Background: an optimization exercise with open tools, aiming at small area. Do not read the settings as production practice.
Only simulation tests tie the RTL to the original design; equivalence was not proved.

## flow/design.v (module list and top-level ports; edited modules follow where they fit)
// module FIR_filter: 1758 lines
module FIR_filter(data_in,data_out,reset,CLK,music);
  // ...
==> flow/flow/run.sh <==
#!/bin/bash
# Standard ORFS synthesis, then a netlist pass that re-chooses the polarity
# of the full-adder cells (a full adder is self-dual) to drop the inverters
# Yosys' extract_fa leaves between adders, then the standard layout.
set -euo pipefail
W=$(pwd)
R=$W/orfs/results/$FLOW_PLATFORM/FIR_filter/base
bash standard.sh synth > $W/synth.log 2>&1
cp $R/1_2_yosys.v $W/1_2_yosys.std.v
python3 $W/flow/polar.py $W/1_2_yosys.std.v $W/1_2_yosys.pol.v > $W/polar.log 2>&1
cp $W/1_2_yosys.pol.v $R/1_2_yosys.v
rm -f $R/1_synth.odb $R/1_synth.sdc
bash standard.sh finish > $W/layout.log 2>&1
==> flow/flow/polar.py <==
#!/usr/bin/env python3
"""Re-choose the polarity of full-adder cells in a flat Yosys netlist.

A full adder is self-dual: FA(~a,~b,~c) = (~sum, ~cout).  Yosys' extract_fa
picks each adder's polarity locally, which leaves many inverters between
adders.  This script flips adders (inverting all three inputs and both
outputs) to minimise the number of inverters needed, then rewrites the
netlist with one shared inverter per signal that needs its complement.
The logic function of every net that is used by a non-adder cell, a
register or a port is unchanged.

usage: polar.py in.v out.v
"""
import re, sys, random, os

INV_TYPES = ('sky130_fd_sc_hd__inv_', 'sky130_fd_sc_hd__clkinv_')
FA_TYPE = 'sky130_fd_sc_hd__fa_'
OUT_PINS = {'X', 'Y', 'Q', 'Q_N', 'SUM', 'COUT', 'HI', 'LO'}

src = open(sys.argv[1]).read()
cell_re = re.compile(r'^(\s*)(sky130_fd_sc_hd__\w+)\s+(\\\S+\s|\S+)\s*\((.*?)\);\n', re.S | re.M)
pin_re = re.compile(r'\.(\w+)\(\s*(\\\S+\s|[^()\s]+)\s*\)')


def norm(n):
    return n.strip()


cells = []   # dict(type,name,pins{pin:net}, span)
for m in cell_re.finditer(src):
    pins = {p: norm(n) for p, n in pin_re.findall(m.group(4))}
    cells.append(dict(type=m.group(2), name=m.group(3).strip(), pins=pins, span=m.span(), indent=m.group(1)))

# ports
ports = set()
mod = re.search(r'module\s+\w+\s*\((.*?)\);', src, re.S)
decl = {}
for kind, rng, names in re.findall(r'^\s*(input|output)\s*(\[[^\]]*\])?\s*([^;]+);', src, re.M):
    for nm in names.split(','):
        nm = nm.strip()
        if rng:
            hi, lo = [int(x) for x in rng[1:-1].split(':')]
            for i in range(min(hi, lo), max(hi, lo) + 1):
                ports.add('%s[%d]' % (nm, i))
        ports.add(nm)

driver = {}
for c in cells:
    for p, n in c['pins'].items():
        if p in OUT_PINS:
            driver[n] = c

is_inv = lambda c: c['type'].startswith(INV_TYPES)
is_fa = lambda c: c['type'].startswith(FA_TYPE)


def root(n):
    par = 0
    seen = 0
    while n in driver and is_inv(driver[n]) and n not in ports:
        n = driver[n]['pins']['A']
        par ^= 1
        seen += 1
        if seen > 50: raise Exception('loop')
    return n, par


# inverters whose output is a port stay as they are (treated as ordinary cells)
removable = [c for c in cells if is_inv(c) and c['pins']['Y'] not in ports]
keep_cells = [c for c in cells if not (is_inv(c) and c['pins']['Y'] not in ports)]

fas = [c for c in keep_cells if is_fa(c)]
fa_idx = {id(c): i for i, c in enumerate(fas)}
# fixed FAs: drive a port directly
fixed = set()
for i, c in enumerate(fas):
    if c['pins']['SUM'] in ports or c['pins']['COUT'] in ports:
        fixed.add(i)

# consumers: (root, parity_needed_relative_to_root_value, fa_index or None, cell, pin)
uses = {}   # root -> list of (fa or -1, parity)
consumers = []
for c in keep_cells:
    for p, n in c['pins'].items():
        if p in OUT_PINS: continue
        if p == 'CLK' or p == 'RESET_B' or p == 'SET_B':
            r, par = root(n)
            consumers.append((c, p, r, par, -1))
            uses.setdefault(r, []).append((-1, par))
            continue
        r, par = root(n)
        f = fa_idx.get(id(c), -1)
        consumers.append((c, p, r, par, f))
        uses.setdefault(r, []).append((f, par))

drv_fa = {}
for i, c in enumerate(fas):
    drv_fa[c['pins']['SUM']] = i
    drv_fa[c['pins']['COUT']] = i

flip = [0] * len(fas)


def root_cost(r):
    d = drv_fa.get(r, -1)
    av = flip[d] if d >= 0 else 0
    for f, par in uses.get(r, []):
        need = par ^ (flip[f] if f >= 0 else 0)
        if need != av:
            return 1
    return 0


fa_roots = []
for i, c in enumerate(fas):
    rs = set()
    rs.add(c['pins']['SUM']); rs.add(c['pins']['COUT'])
    for p in ('A', 'B', 'CIN'):
        rs.add(root(c['pins'][p])[0])
    fa_roots.append(rs)


def total():
    return sum(root_cost(r) for r in uses)


before_inv = len(removable)
best = total()
import math
rng = random.Random(12345)
cur = best
best_flip = flip[:]
free = [i for i in range(len(fas)) if i not in fixed]
NIT = int(os.environ.get('POLAR_ITERS', '400000'))
T0 = 1.0
for it in range(NIT):
    T = T0 * (1 - it / NIT) + 0.01
    i = free[rng.randrange(len(free))]
    rs = fa_roots[i]
    c0 = sum(root_cost(r) for r in rs)
    flip[i] ^= 1
    c1 = sum(root_cost(r) for r in rs)
    d = c1 - c0
    if d <= 0 or rng.random() < math.exp(-d / T):
        cur += d
        if cur < best:
            best = cur
            best_flip = flip[:]
    else:
        flip[i] ^= 1
flip[:] = best_flip
# final greedy polish
improved = True
while improved:
    improved = False
    for i in free:
        rs = fa_roots[i]
        c0 = sum(root_cost(r) for r in rs)
        flip[i] ^= 1
        c1 = sum(root_cost(r) for r in rs)
        if c1 < c0: improved = True
        else: flip[i] ^= 1
after = total()

# rewrite
inv_net = {}
new_cells = []
ninv = 0


def inv_of(r):
    global ninv
    if r not in inv_net:
        ninv += 1
        nm = 'pol_n%d' % ninv
        inv_net[r] = nm
        new_cells.append('  sky130_fd_sc_hd__inv_1 pol_i%d (\n    .A(%s),\n    .Y(%s)\n  );\n' % (ninv, esc(r), nm))
    return inv_net[r]


def esc(n):
    return n + ' ' if n.startswith('\\') else n


newpins = {}
for (c, p, r, par, f) in consumers:
    d = drv_fa.get(r, -1)
    av = flip[d] if d >= 0 else 0
    need = par ^ (flip[f] if f >= 0 else 0)
    newpins[(id(c), p)] = r if need == av else inv_of(r)

out = []
pos = 0
for c in cells:
    s, e = c['span']
    out.append(src[pos:s])
    pos = e
    if is_inv(c) and c['pins']['Y'] not in ports:
        continue
    pins = []
    for p, n in c['pins'].items():
        if (id(c), p) in newpins:
            n = newpins[(id(c), p)]
        pins.append('    .%s(%s)' % (p, esc(n)))
    out.append('%s%s %s (\n%s\n  );\n' % (c['indent'], c['type'], esc(c['name']), ',\n'.join(pins)))
tail = src[pos:]
i = tail.rfind('endmodule')
decls = ''.join('  wire %s;\n' % nm for nm in inv_net.values())
out.append(tail[:i] + decls + ''.join(new_cells) + tail[i:])
open(sys.argv[2], 'w').write(''.join(out))
print('fa %d fixed %d; inverters %d -> %d (model %d -> %d)' % (len(fas), len(fixed), before_inv, ninv, best, after))
==> flow/standard.sh <==
#!/bin/bash
# synth_recipe.tcl (not shown) runs the flow's synth.tcl, then flattens the netlist and writes it again
# the make line also repeats each setting of config.mk as NAME=value (left out here)
make -C /OpenROAD-flow-scripts/flow DESIGN_CONFIG=/design/flow/config.mk WORK_HOME=/design/flow/orfs CLKGATE_MAP_FILE= SYNTH_SCRIPT=/design/flow/synth_recipe.tcl "${@:-finish}"
==> flow/config.mk <==
export PLATFORM = sky130hd
export DESIGN_NAME = FIR_filter
export DESIGN_NICKNAME = FIR_filter
export VERILOG_FILES = /design/flow/design.v
export SDC_FILE = /design/flow/constraint.sdc
export NUM_CORES = 4
export LEC_CHECK = 0
export CAP_MARGIN = 20
export CORE_MARGIN = 2
export CORE_UTILIZATION = 40
export CTS_BUF_LIST = sky130_fd_sc_hd__clkbuf_16
export CTS_CLUSTER_DIAMETER = 60
export CTS_CLUSTER_SIZE = 25
export SLEW_MARGIN = 20
==> flow/constraint.sdc <==
create_clock -name core_clock -period 8.0 [get_ports {CLK}]
set_input_delay 1.6000 -clock core_clock [delete_from_list [all_inputs] [get_ports {CLK}]]
set_output_delay 1.6000 -clock core_clock [all_outputs]
set_load 0.01 [all_outputs]
==> impl_metrics.sql, run 1 <==
INSERT INTO impl_metrics (metric_group, metric, value, unit) VALUES
('place', 'placed_cell_area', '26700', 'µm²'),
('critical_path', 'timing.critical_path.from', 'r10[0]$_DFF_PN0_', ''),
('timing', 'post_layout_worst_setup_margin', '0.276', 'ns'),
('route', 'remaining_drc_errors', '0', ''),
('clocking', 'path_clk_slew', '0.09', 'ns'),
('global_routing', 'global_route.overflow_total', '0', ''),
('timing', 'setup_skew', '0.0306', 'ns'),
('timing', 'setup-violations-final', '0', ''),
('critical_path', 'cp.buffers_inverters', '1', ''),
('timing', 'timing.final.crit_share', '96.5', '%'),
('place', 'dpl.cell_count', '2276', ''),
('final_layout', 'count_of_clock_buffers_in_the_final_design', '25', ''),
('clocking', 'cts-root-buf', 'sky130_fd_sc_hd__clkbuf_16', ''),
('final_layout', 'largest_register_ff_count', '50', ''),
('final_layout', 'nFillCells', '5472', ''),
('status', 'outcome', 'timing/DRC/antenna clean', ''),
('route', 'total_vias_in_the_final_route', '11005', ''),
('final_layout', 'synthToLayoutAreaGrowth', '9.86', '%'),
('floorplan', 'number_of_top_level_design_ports', '51', ''),
('timing', 'worst_slew_pin_slew', '0.905', 'ns'),
('floorplan', 'die_w', '255', 'µm'),
('final_layout', 'registers.top_by_ff_count', 'cs', ''),
('critical_path', 'critical_path.endpoint_type', 'flip-flop', ''),
('critical_path', 'critPathCapture', 'cs[28]$_DFF_PN0_', ''),
('logic_synthesis', 'synth_nets', '2170', ''),
('critical_path', 'crit_path_max_fanout', '6', ''),
('flow_run', 'maxCapViolCount', '0', ''),
('critical_path', 'regToRegEndpoint', 'cs[28]$_DFF_PN0_', ''),
('route', 'wl_met3', '2620', 'µm'),
('final_layout', 'layout-drive-gt1-share', '5.79', '%'),
('timing', 'slew_violations', '0', '');
==> run 2: changes to the inputs <==
--- a/flow/flow/run.sh
+++ b/flow/flow/run.sh
@@ -11,3 +11,4 @@
 cp $W/1_2_yosys.pol.v $R/1_2_yosys.v
 rm -f $R/1_synth.odb $R/1_synth.sdc
+export BUFFER_PORTS_ARGS="-buffer_cell sky130_fd_sc_hd__buf_1"
 bash standard.sh finish > $W/layout.log 2>&1
--- a/flow/config.mk
+++ b/flow/config.mk
@@ -9,6 +9,6 @@
 export CORE_MARGIN = 2
 export CORE_UTILIZATION = 40
-export CTS_BUF_LIST = sky130_fd_sc_hd__clkbuf_16
-export CTS_CLUSTER_DIAMETER = 60
-export CTS_CLUSTER_SIZE = 25
+export CTS_BUF_LIST = sky130_fd_sc_hd__clkbuf_8
+export CTS_CLUSTER_DIAMETER = 50
+export CTS_CLUSTER_SIZE = 18
 export SLEW_MARGIN = 20
==> run 2 against run 1 <==
Net effect:
- maximum frequency rose by 1.5%
- sequential cell count unchanged
- register-to-register slack improved by 0.11 ns
- cell area is 1.4% lower
- cell count up 0.78%
- non-clock buffer count is 1 lower
- worst hold slack is essentially flat
- critical path depth stayed put
- critical path type unchanged
- critical endpoint unchanged
==> impl_metrics.sql, run 2 <==
INSERT INTO impl_metrics (metric_group, metric, value, unit) VALUES
('floorplan', 'number_of_top_level_design_ports', '51', ''),
('route', 'total_vias_in_the_final_route', '10972', ''),
('route', 'avgRoutedWirePerCell', '25.4', 'µm'),
('global_routing', 'grt_first_pass_wirelength', '89800', 'µm'),
('logic_synthesis', 'synth_nets', '2170', ''),
('clocking', 'cts-root-to-sink-buffers', '3', ''),
('clocking', 'postCtsResizedCells', '0', ''),
('floorplan', 'die_ar', '64800', 'µm²'),
('global_routing', 'antenna_found_initial', '1', ''),
('place', 'port-buffer-count', '49', ''),
('final_layout', 'largest_register_ff_count', '50', ''),
('place', 'gp_congestion', '0.920', ''),
('critical_path', 'start_kind', 'flip-flop', ''),
('clocking', 'cts_post_setup_buffers_inserted', '0', ''),
('clocking', 'ctsHtreeMaxLevel', '2', ''),
('final_layout', 'layout.cells.most_common', 'sky130_fd_sc_hd__fa_1', ''),
('floorplan', 'die_w', '255', 'µm'),
('clocking', 'num_cts_buffers', '36', ''),
('critical_path', 'crit-reg2reg-launch', 'r10[0]$_DFF_PN0_', ''),
('logic_synthesis', 'syn_area_per_cell', '18.1', 'µm²'),
('global_routing', 'grt_max_degree', '168', ''),
('floorplan', 'fp.coreArea', '61900', 'µm²'),
('hold_path', 'timing.hold.worst.class', 'reg -> reg', ''),
('logic_synthesis', 'synthesis.instances', '1385', ''),
('critical_path', 'cp_data_arrival_time', '8.09', 'ns'),
('clocking', 'cts_tree', 'built', ''),
('final_layout', 'layout_common_cells', '716 x sky130_fd_sc_hd__fa_1, 354 x sky130_fd_sc_hd__dfrtp_1, 185 x sky130_fd_sc_hd__inv_1, 50 x sky130_fd_sc_hd__ha_1, 48 x sky130_fd_sc_hd__buf_1', ''),
('timing', 'unrepaired_setup_endpoints_after_global_routing', 'false', ''),
('critical_path', 'worst_r2r_path_depth', '15', ''),
('floorplan', 'floorplan.initialDensity', '40.5', '%'),
('timing', 'fmax', '131', 'MHz'),
('critical_path', 'required', '8.48', 'ns'),
('final_layout', 'nets', '2261', ''),
('route', 'detail_route.vias_per_cell', '4.69', ''),
('timing', 'setup_tns', '0', 'ns'),
('floorplan', 'std_cell_rows', '91', ''),
('global_routing', 'first_global_vias', '13968', ''),
('final_layout', 'nFillCells', '5517', ''),
('final_layout', 'seq_area', '8860', 'µm²'),
('clocking', 'hold_buffers', '0', ''),
('global_routing', 'global_route.overflow_total', '0', ''),
('timing', 'setup-violations-final', '0', ''),
('timing', 'timing.final.crit_share', '95.1', '%'),
('critical_path', 'critical_path_class', 'reg -> reg', ''),
('timing', 'worst_slew_pin_slew', '0.952', 'ns'),
('floorplan', 'floorplan.die.height', '255', 'µm'),
('timing', 'slew_violations', '0', ''),
('final_layout', 'registers.top_by_ff_count', 'cs', ''),
('logic_synthesis', 'syn_area', '25100', 'µm²'),
('route', 'dr.pass1.iters', '5', ''),
('status', 'outcome', 'timing/DRC/antenna clean', ''),
('timing', 'layout_min_cycle_time', '7.61', 'ns'),
('clocking', 'cts-root-buf', 'sky130_fd_sc_hd__clkbuf_8', ''),
('timing', 'maxSlewHeadroom', '36.5', '%'),
('critical_path', 'timing.critical_path.from', 'r10[0]$_DFF_PN0_', ''),
('final_layout', 'synthToLayoutAreaGrowth', '8.31', '%'),
('logic_synthesis', 'ys_warn_count', '1', ''),
('timing', 'finalHoldViolCount', '0', ''),
('critical_path', 'crit_path_max_fanout', '6', ''),
('final_layout', 'multi_input_comb_area', '15300', 'µm²'),
('critical_path', 'regToRegEndpoint', 'cs[28]$_DFF_PN0_', ''),
('timing', 'post_layout_worst_setup_margin', '0.391', 'ns'),
('critical_path', 'critical_path.endpoint_type', 'flip-flop', ''),
('route', 'dr.first_iter.drc_count', '730', ''),
('place', 'place_hpwl', '53000', 'µm'),
('clocking', 'cts.sink_count', '354', ''),
('critical_path', 'flop_to_flop_setup_slack', '0.39', 'ns'),
('clocking', 'path_clk_slew', '0.10', 'ns'),
('route', 'postRouteWirelength', '59400', 'µm'),
('timing', 'setup_skew', '0.0255', 'ns'),
('final_layout', 'layout-drive-gt1-share', '6.92', '%'),
('clocking', 'clk_latency_worst_skew_pair', '0.62', 'ns'),
('global_routing', 'global_route.usage.total', '20.0', '%'),
('flow_run', 'maxCapViolCount', '0', ''),
('place', 'placement.setup.worst_slack', '0.326', 'ns'),
('critical_path', 'critPathCapture', 'cs[28]$_DFF_PN0_', ''),
('route', 'ant_nets', '0', ''),
('route', 'remaining_drc_errors', '0', '');
[run 2: cell type report]
| type | instances | share of cell area, % |
|---|---|---|
| repair buffers | 86 | 1.80 |
| inverters | 182 | 2.51 |
| well taps | 837 | 3.85 |
| multi-input cells | 816 | 56.4 |
| diodes | 1 | 0.00920 |
| clock inverters | 27 | 1.03 |
| flip-flops and latches | 354 | 32.6 |
| clock buffers | 37 | 1.87 |
[run 2: worst min path at each step]
| stage | from | end | slack [ns] | cells past startpoint |
|---|---|---|---|---|
| 6_report | r1[9]$_DFF_PN0_ | r2[9]$_DFF_PN0_ | 0.35 | 0 |
| 5_1_grt | r1[9]$_DFF_PN0_ | r2[9]$_DFF_PN0_ | 0.34 | 0 |
| 4_1_cts | r1[9]$_DFF_PN0_ | r2[9]$_DFF_PN0_ | 0.35 | 0 |
| 3_3_place_gp | r2[15]$_DFF_PN0_ | r3[15]$_DFF_PN0_ | 0.33 | 0 |
| 2_1_floorplan | r0[0]$_DFF_PN0_ | r1[0]$_DFF_PN0_ | 0.33 | 0 |
| 3_5_place_dp | r1[8]$_DFF_PN0_ | r2[8]$_DFF_PN0_ | 0.33 | 0 |
[run 2: layer usage]
layer  wire length [µm]  vias to the layer above  track usage [%]
met5                  0                        -                0
met4               1140                        0             4.38
met3               2700                       65             3.19
met2              30100                      234             33.0
met1              25500                     6424             28.3
li1                   -                     4249                -
[run 2: metrics by stage]
stage | instances | cell area [µm²] | hold WS (ns) | util, %
2_1_floorplan | 1385 | 25100 | 0.331 | -
3_3_place_gp | 2275 | 26400 | 0.334 | 42.6
3_5_place_dp | 2275 | 26400 | 0.335 | 42.6
4_1_cts | 2339 | 27200 | 0.348 | 43.9
5_1_grt | 2340 | 27200 | 0.344 | 43.9
6_report | 2340 | 27200 | 0.347 | 43.9
[run 2: worst max-delay path, cell delays in order, from the launching register on]
cell and delay (ns):
sky130_fd_sc_hd__dfrtp_1 0.40, sky130_fd_sc_hd__ha_1 0.21, sky130_fd_sc_hd__fa_1 0.41, sky130_fd_sc_hd__fa_1 0.44
sky130_fd_sc_hd__fa_1 0.42, sky130_fd_sc_hd__fa_1 0.45, sky130_fd_sc_hd__fa_1 0.94, sky130_fd_sc_hd__inv_1 0.29
sky130_fd_sc_hd__fa_1 0.47, sky130_fd_sc_hd__fa_1 0.58, sky130_fd_sc_hd__fa_1 0.46, sky130_fd_sc_hd__fa_1 0.50
sky130_fd_sc_hd__fa_1 0.56, sky130_fd_sc_hd__fa_1 0.46, sky130_fd_sc_hd__fa_1 0.50, sky130_fd_sc_hd__fa_1 0.41
==> run 3: changes to the inputs <==
--- a/flow/config.mk
+++ b/flow/config.mk
@@ -12,3 +12,4 @@
 export CTS_CLUSTER_DIAMETER = 50
 export CTS_CLUSTER_SIZE = 18
+export GPL_TIMING_DRIVEN = 0
 export SLEW_MARGIN = 20
==> run 3 against run 2 <==
Net effect:
- still clean on timing, DRC and antenna
- worst hold slack lost 0.013 ns
- critical path depth is the same
- area after synthesis is the same
- synthesized cell count is the same
- cell area grew 1.4%
- worst setup slack lost 0.10 ns
- sequential share of layout area shrank 0.45 points
- first-iteration DRC count shrank 2.2%
- sequential cell count is the same
- die area is the same
==> impl_metrics.sql, run 3 <==
INSERT INTO impl_metrics (metric_group, metric, value, unit) VALUES
('clocking', 'num_cts_buffers', '39', ''),
('clocking', 'ctsHtreeMaxLevel', '2', ''),
('clocking', 'clk_latency_worst_skew_pair', '0.66', 'ns'),
('clocking', 'cts-root-buf', 'sky130_fd_sc_hd__clkbuf_8', ''),
('place', 'placed_cell_area', '26600', 'µm²'),
('clocking', 'cts.sink_count', '354', ''),
('place', 'gp_congestion', '0.885', ''),
('critical_path', 'critPathSlowestCell', 'sky130_fd_sc_hd__fa_1', ''),
('global_routing', 'first_global_vias', '14173', ''),
('logic_synthesis', 'ys_warn_count', '1', ''),
('route', 'total_vias_in_the_final_route', '10960', ''),
('global_routing', 'grt_first_pass_wirelength', '89600', 'µm'),
('timing', 'unrepaired_setup_endpoints_after_global_routing', 'false', ''),
('clocking', 'cts_post_setup_buffers_inserted', '0', ''),
('timing', 'layout_min_cycle_time', '7.71', 'ns'),
('timing', 'setup_skew', '0.0429', 'ns'),
('floorplan', 'std_cell_rows', '91', ''),
('route', 'routed-wl-met2', '30100', 'µm'),
('flow_run', 'maxCapViolCount', '0', ''),
('global_routing', 'antenna_found_initial', '1', ''),
('timing', 'fmax', '130', 'MHz'),
('critical_path', 'cp_data_arrival_time', '8.22', 'ns'),
('critical_path', 'timing.critical_path.from', 'r9[7]$_DFF_PN0_', ''),
('clocking', 'postCtsResizedCells', '0', ''),
('final_layout', 'layout.cells.non_filler', '2356', ''),
('final_layout', 'nFillCells', '5512', ''),
('timing', 'maxSlewHeadroom', '51.4', '%'),
('floorplan', 'number_of_top_level_design_ports', '51', ''),
('floorplan', 'floorplan.die.height', '255', 'µm'),
('critical_path', 'required', '8.51', 'ns'),
('critical_path', 'crit_path_max_fanout', '6', ''),
('route', 'detail_route.vias_per_cell', '4.65', ''),
('status', 'outcome', 'timing/DRC/antenna clean', ''),
('floorplan', 'die_w', '255', 'µm'),
('critical_path', 'critical_path_class', 'reg -> reg', ''),
('critical_path', 'timing.critical_path.depth', '15', ''),
('logic_synthesis', 'syn_area', '25100', 'µm²'),
('logic_synthesis', 'synth_nets', '2170', ''),
('critical_path', 'cpMostUsedCell', 'sky130_fd_sc_hd__fa_1', ''),
('critical_path', 'path_cells', 'ha_1 -> fa_1 -> fa_1 -> fa_1 -> fa_1 -> fa_1 -> fa_1 -> fa_1 -> ha_1 -> xnor2_1 -> fa_1 -> fa_1 -> fa_1 -> fa_1 -> fa_1', ''),
('critical_path', 'worst_r2r_path_depth', '15', ''),
('timing', 'slew_violations', '0', ''),
('logic_synthesis', 'synthesis.instances', '1385', ''),
('route', 'remaining_drc_errors', '0', ''),
('floorplan', 'floorplan.initialDensity', '40.5', '%'),
('final_layout', 'layout_common_cells', '713 x sky130_fd_sc_hd__fa_1, 354 x sky130_fd_sc_hd__dfrtp_1, 182 x sky130_fd_sc_hd__inv_1, 49 x sky130_fd_sc_hd__ha_1, 48 x sky130_fd_sc_hd__buf_1', ''),
('clocking', 'cts_tree', 'built', ''),
('floorplan', 'fp.coreArea', '61900', 'µm²'),
('final_layout', 'layout-drive-gt1-share', '8.24', '%'),
('critical_path', 'crit-reg2reg-launch', 'r9[7]$_DFF_PN0_', ''),
('critical_path', 'max_stage_delay', '0.86', 'ns'),
('timing', 'finalHoldViolCount', '0', ''),
('critical_path', 'critical-path-top-delay-family', 'adder cells', ''),
('timing', 'post_layout_worst_setup_margin', '0.290', 'ns'),
('route', 'wl_met3', '3730', 'µm'),
('timing', 'worst_slew_pin_slew', '0.726', 'ns'),
('global_routing', 'global_route.overflow_total', '0', ''),
('route', 'postRouteWirelength', '58400', 'µm'),
('critical_path', 'critPathCapture', 'cs[22]$_DFF_PN0_', ''),
('critical_path', 'critical_path.endpoint_type', 'flip-flop', ''),
('final_layout', 'synthToLayoutAreaGrowth', '9.83', '%'),
('route', 'top_signal_layer_used', 'met4', ''),
('route', 'avgRoutedWirePerCell', '24.8', 'µm'),
('final_layout', 'layout.cells.most_common', 'sky130_fd_sc_hd__fa_1', ''),
('logic_synthesis', 'syn_area_per_cell', '18.1', 'µm²'),
('global_routing', 'global_route.usage.total', '19.8', '%'),
('floorplan', 'die_ar', '64800', 'µm²'),
('final_layout', 'design_area', '27600', 'µm²'),
('final_layout', 'registers.top_by_ff_count', 'cs', ''),
('timing', 'setup_tns', '0', 'ns'),
('clocking', 'cts-root-to-sink-buffers', '3', ''),
('timing', 'timing.final.crit_share', '96.4', '%'),
('hold_path', 'timing.hold.worst.class', 'reg -> reg', ''),
('timing', 'setup-violations-final', '0', ''),
('final_layout', 'largest_register_ff_count', '50', ''),
('critical_path', 'cp.buffers_inverters', '0', ''),
('place', 'placement.setup.worst_slack', '0.139', 'ns'),
('global_routing', 'grt_max_degree', '37', ''),
('critical_path', 'regToRegEndpoint', 'cs[22]$_DFF_PN0_', ''),
('clocking', 'path_clk_slew', '0.10', 'ns'),
('route', 'dr.first_iter.drc_count', '714', ''),
('route', 'routedLengthMet1', '23700', 'µm'),
('critical_path', 'flop_to_flop_setup_slack', '0.29', 'ns'),
('place', 'place_hpwl', '52100', 'µm'),
('place', 'dpl.cell_count', '2282', ''),
('place', 'port-buffer-count', '49', ''),
('route', 'dr.pass1.iters', '4', ''),
('critical_path', 'start_kind', 'flip-flop', ''),
('final_layout', 'post-route-util', '44.5', '%'),
('clocking', 'hold_buffers', '0', ''),
('final_layout', 'nets', '2271', ''),
('route', 'ant_nets', '0', '');
-- run 3: final cells by class --
type	instances	area [µm²]	share of cell area [%]
Multi-Input combinational cell	816	15300	55.6
Sequential cell	354	8860	32.1
Tap cell	837	1050	3.80
Inverter	182	683	2.48
Clock buffer	41	564	2.05
Clock inverter	31	437	1.58
Timing Repair Buffer	60	405	1.47
Buffer	33	244	0.885
Antenna cell	2	5.00	0.0181
-- run 3: per-layer routing --
metal	track usage (%)	vias up
met4	4.29	0
met2	32.9	256
met5	0	-
met1	27.5	6376
li1	-	4273
met3	3.69	55
-- run 3: through the flow --
stage          hold slack (ns)
2_1_floorplan            0.331
3_3_place_gp             0.332
3_5_place_dp             0.335
4_1_cts                  0.341
5_1_grt                  0.361
6_report                 0.334
-- run 3: worst min-delay path by stage --
stage / slack, ns / from / endpoint / cells after the start
final: 0.33 / r2[12]$_DFF_PN0_ / r3[12]$_DFF_PN0_ / 0
after global routing: 0.36 / r1[11]$_DFF_PN0_ / r2[11]$_DFF_PN0_ / 0
after CTS: 0.34 / r2[12]$_DFF_PN0_ / r3[12]$_DFF_PN0_ / 0
after detailed placement: 0.33 / r2[12]$_DFF_PN0_ / r3[12]$_DFF_PN0_ / 0
after global placement: 0.33 / r2[15]$_DFF_PN0_ / r3[15]$_DFF_PN0_ / 0
after floorplan: 0.33 / r0[0]$_DFF_PN0_ / r1[0]$_DFF_PN0_ / 0
==> run 4: changes to the inputs <==
--- a/flow/flow/run.sh
+++ b/flow/flow/run.sh
@@ -11,4 +11,3 @@
 cp $W/1_2_yosys.pol.v $R/1_2_yosys.v
 rm -f $R/1_synth.odb $R/1_synth.sdc
-export BUFFER_PORTS_ARGS="-buffer_cell sky130_fd_sc_hd__buf_1"
 bash standard.sh finish > $W/layout.log 2>&1
--- a/flow/config.mk
+++ b/flow/config.mk
@@ -12,4 +12,3 @@
 export CTS_CLUSTER_DIAMETER = 50
 export CTS_CLUSTER_SIZE = 18
-export GPL_TIMING_DRIVEN = 0
 export SLEW_MARGIN = 20
==> run 4 against run 3 <==
Net effect:
- clock skew shrank 0.018 ns
- register-to-register slack about the same
- maximum frequency about the same
- non-clock buffer count fell by 6
- critical path depth unchanged
- cell count decreased by 0.64%
- core utilization decreased by 0.15 points
- area after synthesis did not move
- critical path type unchanged
==> impl_metrics.sql, run 4 <==
INSERT INTO impl_metrics (metric_group, metric, value, unit) VALUES
('timing', 'slew_violations', '0', ''),
('clocking', 'cts_post_setup_buffers_inserted', '0', ''),
('final_layout', 'layout_common_cells', '716 x sky130_fd_sc_hd__fa_1, 354 x sky130_fd_sc_hd__dfrtp_1, 187 x sky130_fd_sc_hd__inv_1, 50 x sky130_fd_sc_hd__ha_1, 48 x sky130_fd_sc_hd__clkdlybuf4s50_1', ''),
('clocking', 'hold_buffers', '0', ''),
('floorplan', 'number_of_top_level_design_ports', '51', ''),
('route', 'remaining_drc_errors', '0', ''),
('place', 'placement.setup.worst_slack', '0.289', 'ns'),
('clocking', 'cts-root-buf', 'sky130_fd_sc_hd__clkbuf_8', ''),
('critical_path', 'cp_data_arrival_time', '8.21', 'ns'),
('global_routing', 'grt_max_degree', '167', ''),
('critical_path', 'crit_path_max_fanout', '6', ''),
('clocking', 'cts.sink_count', '354', ''),
('route', 'total_vias_in_the_final_route', '11087', ''),
('timing', 'layout_min_cycle_time', '7.72', 'ns'),
('final_layout', 'layout-drive-gt1-share', '6.85', '%'),
('critical_path', 'critical_path.endpoint_type', 'flip-flop', ''),
('floorplan', 'die_ar', '64800', 'µm²'),
('logic_synthesis', 'ys_warn_count', '1', ''),
('clocking', 'num_cts_buffers', '36', ''),
('timing', 'timing.final.crit_share', '96.5', '%'),
('final_layout', 'post-route-util', '44.4', '%'),
('clocking', 'clk_latency_worst_skew_pair', '0.63', 'ns'),
('final_layout', 'registers.top_by_ff_count', 'cs', ''),
('timing', 'maxSlewHeadroom', '40.5', '%'),
('hold_path', 'timing.hold.worst.class', 'reg -> reg', ''),
('status', 'outcome', 'timing/DRC/antenna clean', ''),
('critical_path', 'max_stage_delay', '0.97', 'ns'),
('final_layout', 'layout.cells.most_common', 'sky130_fd_sc_hd__fa_1', ''),
('floorplan', 'std_cell_rows', '91', ''),
('final_layout', 'synthToLayoutAreaGrowth', '9.47', '%'),
('timing', 'setup-violations-final', '0', ''),
('timing', 'post_layout_worst_setup_margin', '0.283', 'ns'),
('timing', 'setup_skew', '0.0249', 'ns'),
('timing', 'unrepaired_setup_endpoints_after_global_routing', 'false', ''),
('route', 'postRouteWirelength', '59200', 'µm'),
('floorplan', 'fp.coreArea', '61900', 'µm²'),
('timing', 'fmax', '130', 'MHz'),
('critical_path', 'start_kind', 'flip-flop', ''),
('critical_path', 'critPathSlowestCell', 'sky130_fd_sc_hd__fa_1', ''),
('critical_path', 'path_cells', 'ha_1 -> fa_1 -> fa_1 -> fa_1 -> fa_1 -> fa_1 -> inv_1 -> fa_1 -> fa_1 -> fa_1 -> fa_1 -> fa_1 -> fa_1 -> fa_1 -> fa_1', ''),
('critical_path', 'required', '8.49', 'ns'),
('route', 'avgRoutedWirePerCell', '25.3', 'µm'),
('clocking', 'cts_tree', 'built', ''),
('route', 'dr.first_iter.drc_count', '757', ''),
('timing', 'worst_slew_pin_slew', '0.892', 'ns'),
('final_layout', 'largest_register_ff_count', '50', ''),
('floorplan', 'floorplan.initialDensity', '40.5', '%'),
('final_layout', 'nets', '2262', ''),
('place', 'place_hpwl', '52600', 'µm'),
('route', 'ant_nets', '0', ''),
('flow_run', 'maxCapViolCount', '0', ''),
('global_routing', 'global_route.overflow_total', '0', ''),
('floorplan', 'die_w', '255', 'µm'),
('logic_synthesis', 'synth_nets', '2170', ''),
('clocking', 'postCtsResizedCells', '0', ''),
('final_layout', 'nFillCells', '5500', ''),
('clocking', 'path_clk_slew', '0.10', 'ns'),
('global_routing', 'grt_first_pass_wirelength', '89100', 'µm'),
('global_routing', 'first_global_vias', '13881', ''),
('clocking', 'cts-root-to-sink-buffers', '3', ''),
('critical_path', 'cpMostUsedCell', 'sky130_fd_sc_hd__fa_1', ''),
('floorplan', 'floorplan.die.height', '255', 'µm'),
('timing', 'hold_worst_slack', '0.342', 'ns'),
('logic_synthesis', 'syn_area_per_cell', '18.1', 'µm²'),
('global_routing', 'antenna_found_initial', '1', ''),
('timing', 'finalHoldViolCount', '0', ''),
('critical_path', 'critical_path_class', 'reg -> reg', ''),
('global_routing', 'global_route.usage.total', '19.8', '%'),
('timing', 'setup_tns', '0', 'ns'),
('logic_synthesis', 'synthesis.instances', '1385', ''),
('logic_synthesis', 'syn_area', '25100', 'µm²'),
('place', 'port-buffer-count', '49', ''),
('clocking', 'ctsHtreeMaxLevel', '2', ''),
('place', 'gp_congestion', '0.903', ''),
('route', 'detail_route.vias_per_cell', '4.74', ''),
('route', 'dr.pass1.iters', '5', '');
==> run 4: worst paths after layout <==
kind / cells past startpoint / start / endpoint / slack, ns
hold reg to reg: 0 / r2[0]$_DFF_PN0_ / r3[0]$_DFF_PN0_ / 0.34
min in group asynchronous: 1 / reset / r3[6]$_DFF_PN0_ / 1.01
setup / recovery: 15 / r10[0]$_DFF_PN0_ / cs[28]$_DFF_PN0_ / 0.28
max in group asynchronous: 2 / reset / r16[8]$_DFF_PN0_ / 5.60
setup reg to reg: 15 / r10[0]$_DFF_PN0_ / cs[28]$_DFF_PN0_ / 0.28
hold / removal: 0 / r2[0]$_DFF_PN0_ / r3[0]$_DFF_PN0_ / 0.34
==> run 4: critical path: cells and delay by family, from the launching register on <==
kind	cells	cell delay (ns)
buf+inv	1	0.30
fa+ha+maj	14	6.90
flops	1	0.39
==> run 4: stage by stage <==
stage / area (µm²) / cells
2_1_floorplan: 25100 / 1385
3_3_place_gp: 26700 / 2276
3_5_place_dp: 26700 / 2276
4_1_cts: 27500 / 2340
5_1_grt: 27500 / 2341
6_report: 27500 / 2341
==> run 4: final cells by class <==
cell class / count / area (µm²) / area share (%)
multi-input cells: 816 / 15300 / 55.8
repair buffers: 87 / 797 / 2.90
clock inverters: 27 / 265 / 0.965
flip-flops and latches: 354 / 8860 / 32.2
clock buffers: 37 / 509 / 1.85
diodes: 1 / 2.50 / 0.00910
inverters: 182 / 683 / 2.48
well taps: 837 / 1050 / 3.81
==> run 4: routing by layer <==
layer  up-vias  GRT usage (%)  part of all wire (%)  wire length (µm)
li1       4245              -                     -                 -
met1      6540           27.7                    43             25200
met2       232           32.5                    51             29900
met3        70           3.75                   4.8              2810
met4         0           4.85                   2.1              1260
met5         -              0                     0                 0
==> run 5: changes to the inputs <==
--- a/flow/config.mk
+++ b/flow/config.mk
@@ -8,5 +8,5 @@
 export CAP_MARGIN = 20
 export CORE_MARGIN = 2
-export CORE_UTILIZATION = 40
+export CORE_UTILIZATION = 65
 export CTS_BUF_LIST = sky130_fd_sc_hd__clkbuf_8
 export CTS_CLUSTER_DIAMETER = 50
==> run 5 against run 4 <==
Net effect:
- still clean
- sequential share of layout area up 0.56 points
- register-to-register slack lost 0.03 ns
- synthesized cell count is the same
- core utilization grew 26 points
- routed wire length shrank 4.8%
- global-route usage up 11 points
- cell count decreased by 14%
- highest routed layer unchanged
==> impl_metrics.sql, run 5 <==
INSERT INTO impl_metrics (metric_group, metric, value, unit) VALUES
('floorplan', 'floorplan.initialDensity', '65.4', '%'),
('final_layout', 'layout_common_cells', '716 x sky130_fd_sc_hd__fa_1, 354 x sky130_fd_sc_hd__dfrtp_1, 184 x sky130_fd_sc_hd__inv_1, 50 x sky130_fd_sc_hd__ha_1, 48 x sky130_fd_sc_hd__clkdlybuf4s50_1', ''),
('critical_path', 'critPathSlowestCell', 'sky130_fd_sc_hd__fa_1', ''),
('hold_path', 'timing.hold.worst.class', 'reg -> reg', ''),
('final_layout', 'layout.cells.most_common', 'sky130_fd_sc_hd__fa_1', ''),
('critical_path', 'path_cells', 'ha_1 -> fa_1 -> fa_1 -> fa_1 -> fa_1 -> fa_1 -> fa_1 -> fa_1 -> fa_1 -> fa_1 -> fa_1 -> fa_1 -> fa_1 -> fa_1 -> fa_1', ''),
('floorplan', 'number_of_top_level_design_ports', '51', ''),
('clocking', 'cts_tree', 'built', ''),
('route', 'remaining_drc_errors', '0', ''),
('final_layout', 'diodes', '0', ''),
('clocking', 'cts_post_setup_buffers_inserted', '0', ''),
('route', 'routedLengthMet1', '21600', 'µm'),
('critical_path', 'crit_path_max_fanout', '6', ''),
('logic_synthesis', 'synthesis.instances', '1385', ''),
('global_routing', 'global_route.overflow_total', '0', ''),
('status', 'outcome', 'timing/DRC/antenna clean', ''),
('global_routing', 'grt_first_pass_wirelength', '85900', 'µm'),
('clocking', 'cts-root-buf', 'sky130_fd_sc_hd__clkbuf_8', ''),
('clocking', 'clk_latency_worst_skew_pair', '0.63', 'ns'),
('clocking', 'hold_buffers', '0', ''),
('floorplan', 'floorplan.die.height', '201', 'µm'),
('timing', 'setup-violations-final', '0', ''),
('floorplan', 'fp.coreArea', '38400', 'µm²'),
('flow_run', 'maxCapViolCount', '0', ''),
('critical_path', 'critical_path_class', 'reg -> reg', ''),
('timing', 'layout_min_cycle_time', '7.75', 'ns'),
('timing', 'unrepaired_setup_endpoints_after_global_routing', 'false', ''),
('clocking', 'ctsHtreeMaxLevel', '2', ''),
('timing', 'setup_skew', '0.0309', 'ns'),
('route', 'dr.pass1.iters', '5', ''),
('final_layout', 'layout.cells.non_filler', '2007', ''),
('global_routing', 'global_route.usage.total', '31.0', '%'),
('route', 'wl_met3', '3800', 'µm'),
('route', 'ant_nets', '0', ''),
('final_layout', 'layout-drive-gt1-share', '6.18', '%'),
('critical_path', 'required', '8.56', 'ns'),
('floorplan', 'std_cell_rows', '72', ''),
('timing', 'fmax', '129', 'MHz'),
('clocking', 'cts-root-to-sink-buffers', '3', ''),
('place', 'port-buffer-count', '49', ''),
('clocking', 'postCtsResizedCells', '0', ''),
('timing', 'slew_violations', '0', ''),
('logic_synthesis', 'ys_warn_count', '1', ''),
('final_layout', 'synthToLayoutAreaGrowth', '7.60', '%'),
('place', 'dpl.cell_count', '1948', '');
-- run 5: metal layers --
layer,GRT usage [%],up-vias
met1,43.4,6432
met5,0,-
met4,8.78,0
met2,50.7,349
met3,7.03,83
li1,-,4223
-- run 5: stage by stage --
step | hold WS, ns | instance area [µm²] | setup slack [ns]
2_1_floorplan | 0.331 | 25100 | 0.740
3_3_place_gp | 0.332 | 26200 | 0.299
3_5_place_dp | 0.335 | 26200 | 0.276
4_1_cts | 0.338 | 27000 | 0.249
5_1_grt | 0.343 | 27000 | 0.0508
6_report | 0.332 | 27000 | 0.254
-- run 5: critical path, delay by kind of cell (launching register included) --
kind | cells | cell delay (ns)
adders and majority gates | 15 | 7.28
DFF | 1 | 0.40
-- run 5: path summary, 6_finish.rpt --
path                                endpoint  cells after the start             start
min in group asynchronous    r3[6]$_DFF_PN0_                      1             reset
max in group asynchronous  r17[10]$_DFF_PN0_                      2             reset
setup / recovery            cs[22]$_DFF_PN0_                     15  r11[0]$_DFF_PN0_
hold reg to reg              r3[0]$_DFF_PN0_                      0   r2[0]$_DFF_PN0_
setup reg to reg            cs[22]$_DFF_PN0_                     15  r11[0]$_DFF_PN0_
hold / removal               r3[0]$_DFF_PN0_                      0   r2[0]$_DFF_PN0_
-- run 5: layout make-up --
cell class	instances	area, µm²
flip-flops and latches	354	8860
fillers	2542	11400
clock inverters	25	307
inverters	182	683
clock buffers	34	468
multi-input cells	816	15300
well taps	518	648
repair buffers	78	729

==> what the ideal ports hide <==
How much do the figures lean on ideal ports? The routed layouts below were timed once more, with nothing changed but the port constraints. Step 1 (the two cells are an assumption about what drives the block):
set clk [get_ports {CLK}]
set_driving_cell -lib_cell sky130_fd_sc_hd__clkbuf_16 $clk
set_driving_cell -lib_cell sky130_fd_sc_hd__buf_2 [delete_from_list [all_inputs] $clk]
Step 2 also shifts input and output timing later by t, the mid clock arrival at the registers, as if the neighbouring blocks saw the same clock. Slacks: ideal ports / drivers / drivers and shift; pairs: ideal ports / drivers.
run | t, ns | slack for setup (ns) | pins driven straight from the clock port
run 1 | 0.637 | 0.276 / 0.276 / 0.276 | 1
run 2 | 0.658 | 0.391 / 0.391 / 0.391 | 1
run 3 | 0.681 | 0.290 / 0.290 / 0.290 | 1
run 4 | 0.664 | 0.283 / 0.283 / 0.283 | 1
run 5 | 0.665 | 0.254 / 0.254 / 0.254 | 1
After both steps setup and hold are still met in every run listed.
